This is an optimization exercise on Yosys and OpenROAD, whose aim is small area, not a production implementation. The RTL was checked by simulation tests, not by an equivalence proof against the original design.

exp/pepper:
// display
module display (
input wire clk,
input wire rst,
input wire btnU, btnL, btnR, btnD, btnP,
output reg hsync, vsync,
output wire [3:0] red, green, blue,
output wire [6:0] seg,
output wire [3:0] an
);
wire [1:0] cnt;
wire en;
Clock clock_ (.clk(clk), .rst(rst), .cnt(cnt), .en(en));
reg [6:0] hH;    
reg [3:0] hL;
reg [5:0] vH;    
reg [3:0] vL;
wire [10:0] hc = {hH, hL};
wire [9:0]  vc = {vH, vL};
always @(posedge clk)
  if (rst) begin
    hH <= 0; hL <= 0; vH <= 0; vL <= 0;
    hsync <= 0;
    vsync <= 0;
  end else if (en) begin
    if (hL == 4'd9) begin
      hL <= 0;
      if (hH == 7'd79) begin
        hH <= 0;
        if (vc == ((((524)/10)<<4) | ((524)%10))) begin
          vH <= 0; vL <= 0;
        end else if (vL == 4'd9) begin
          vL <= 0; vH <= vH + 1'b1;
        end else
          vL <= vL + 1'b1;
      end else
        hH <= hH + 1'b1;
    end else
      hL <= hL + 1'b1;
    vsync <= !(vc >= ((((490)/10)<<4) | ((490)%10)) && vc < ((((492)/10)<<4) | ((492)%10)));
    hsync <= !(hc >= ((((656)/10)<<4) | ((656)%10)) && hc < ((((752)/10)<<4) | ((752)%10)));
  end
wire fast  = en && hL == 4'd4;
wire blink = en && hL == 4'd9 && (hH == 7'd9 || hH == 7'd29 || hH == 7'd49 || hH == 7'd69);
wire gstep = hH[3:0] == 4'd15;     
reg [8:0] ph, pv, gh, gv;
reg [1:0] dir_reg;
reg pse, btnP_q;
reg dot1, dot2, dot3;
reg [1:0] digit0;
reg started;
  ...
Size in the first run: about 1,600 cells after synthesis, roughly 88 flip-flops, roughly 32 I/O pins, roughly 10,000 µm² of cells after synthesis.
export LEC_CHECK = 0
export ABC_AREA = 1
export CAP_MARGIN = 20
export CORE_MARGIN = 2
export CORE_UTILIZATION = 40
export SLEW_MARGIN = 20
create_clock -name core_clock -period 10.0 [get_ports {clk}]
run.sh (not shown) runs the stock make flow with config.mk's settings and CLKGATE_MAP_FILE= SYNTH_SCRIPT=/design/flow/synth_recipe.tcl, a recipe that flattens the netlist after the stock synthesis.
> inputs changed (exp/pepper -> exp/tundra)
==> flow/flow/run.sh (new file) <==
#!/bin/bash
# Own layout flow: the standard synthesis, then the combinational logic
# between the registers is mapped again by ABC for area (the registers, their
# names and cell types are kept as the standard synthesis gave them), then
# the standard layout from the floorplan on.
set -euo pipefail
HERE=$(pwd)
RES=$HERE/orfs/results/$FLOW_PLATFORM/display/base
LIB=$FLOW_HOME/platforms/$FLOW_PLATFORM/lib/sky130_fd_sc_hd__tt_025C_1v80.lib
YOSYS=$(command -v yosys || echo /OpenROAD-flow-scripts/tools/install/yosys/bin/yosys)
[ -x "$YOSYS" ] || YOSYS=$FLOW_HOME/../tools/install/yosys/bin/yosys

bash standard.sh synth > synth.log 2>&1

DU=""
for c in $(sed -n '/DONT_USE_CELLS += /,/^$/p' $FLOW_HOME/platforms/$FLOW_PLATFORM/config.mk | grep -o 'sky130_fd_sc_hd__[a-z0-9_]*'); do
  DU="$DU -dont_use $c"
done

cp $RES/1_2_yosys.v $HERE/1_2_yosys_standard.v
cat > $HERE/reopt.ys <<EOS
read_liberty -ignore_miss_func $LIB
read_verilog $HERE/1_2_yosys_standard.v
hierarchy -top $FLOW_TOP
blackbox sky130_fd_sc_hd__*df* sky130_fd_sc_hd__conb*
flatten
opt -purge
abc -liberty $LIB $DU -script $HERE/flow/area.abc
setundef -zero
splitnets
opt_clean -purge
hilomap -singleton -hicell sky130_fd_sc_hd__conb_1 HI -locell sky130_fd_sc_hd__conb_1 LO
insbuf -buf sky130_fd_sc_hd__buf_4 A X
opt_clean -purge
stat -liberty $LIB
check
write_verilog -noattr -nohex -nodec $HERE/1_2_yosys_area.v
EOS
$YOSYS -s $HERE/reopt.ys > reopt.log 2>&1

# Prove the new netlist equal to the standard one (registers paired by name);
# keep the standard netlist if the proof does not go through.
cat > $HERE/equiv.ys <<EOS
read_liberty -ignore_miss_func $LIB
read_verilog $HERE/1_2_yosys_standard.v
rename $FLOW_TOP gold
read_verilog $HERE/1_2_yosys_area.v
rename $FLOW_TOP gate
hierarchy -check
flatten gold gate
opt_clean
equiv_make gold gate eq
hierarchy -top eq
equiv_simple -undef
equiv_induct -undef
equiv_status -assert
EOS
if $YOSYS -s $HERE/equiv.ys > equiv.log 2>&1; then
  cp $HERE/1_2_yosys_area.v $RES/1_2_yosys.v
else
  echo "equivalence proof failed; keeping the standard netlist" >> equiv.log
fi
rm -f $RES/1_synth.odb $RES/1_synth.sdc

bash standard.sh finish > finish.log 2>&1
==> flow/flow/area.abc (new file) <==
strash
&get -n
&deepsyn -T 60
&put
balance -l; resub -K 6 -l; rewrite -l; resub -K 6 -N 2 -l; refactor -l; resub -K 8 -l; balance -l; resub -K 8 -N 2 -l; rewrite -l; resub -K 10 -l; rewrite -z -l; resub -K 10 -N 2 -l; balance -l; resub -K 12 -l; refactor -z -l; resub -K 12 -N 2 -l; rewrite -z -l; balance -l
dch -f
amap
topo
==> flow/standard.sh (new file) <==
#!/bin/bash
# synth_recipe.tcl (not shown) runs the flow's synth.tcl, then flattens the netlist and writes it again
# the make line also repeats each setting of config.mk as NAME=value (left out here)
make -C /OpenROAD-flow-scripts/flow DESIGN_CONFIG=/design/flow/config.mk WORK_HOME=/design/flow/orfs CLKGATE_MAP_FILE= SYNTH_SCRIPT=/design/flow/synth_recipe.tcl "${@:-finish}"
removed: flow/run.sh
[summary]
Clock latency reported for the late side of the worst-skew pair: exp/pepper vs exp/tundra — no meaningful difference
The core area in exp/tundra sits about 35% below the value recorded for exp/pepper.
Row synthesized area: exp/tundra lower / exp/pepper higher
Looking at net total in the final layout, exp/tundra sits 684 lower than exp/pepper does.
Changes observed in exp/tundra relative to exp/pepper: placed cell area moved down, largest net degree at the start of global routing shrank by 11%.
exp/tundra vs. exp/pepper: shortest clock period the worst path allows after layout went up by 1.65 ns.
exp/pepper and exp/tundra all finish clean.
Count of inverters other than clock inverters in the layout (exp/tundra / exp/pepper): 0.61
Fraction of layout instances using a drive strength above 1 in exp/tundra vs exp/pepper: down 2.6 points

-- separate check: timing with driven ports --
In the flow no input, the clock included, has a driving cell. The finished layouts below were timed again as built, in two steps. Step 1 sets driving cells, clkbuf_16 on the clock port and buf_2 on the other inputs (assumed; they add their load-dependent delay and slew). Step 2 moves the port delays by t, midway between the first and last clock arrival at a register: inputs arrive t later, outputs are due t later. That takes back most of the time a late clock gives input paths. Slacks: ideal ports / drivers / drivers and shift; pairs: ideal ports / drivers.
run	shift t [ns]	setup slack, ns	hold slack, ns	latest minus earliest clock arrival (ns)
exp/pepper	0.403	4.916 / 4.869 / 5.200	0.353 / 0.353 / 0.353	0.013 / 0.013
exp/tundra	0.395	3.264 / 3.264 / 3.264	0.357 / 0.357 / 0.357	0.009 / 0.009
After both steps every run listed still meets setup and hold.
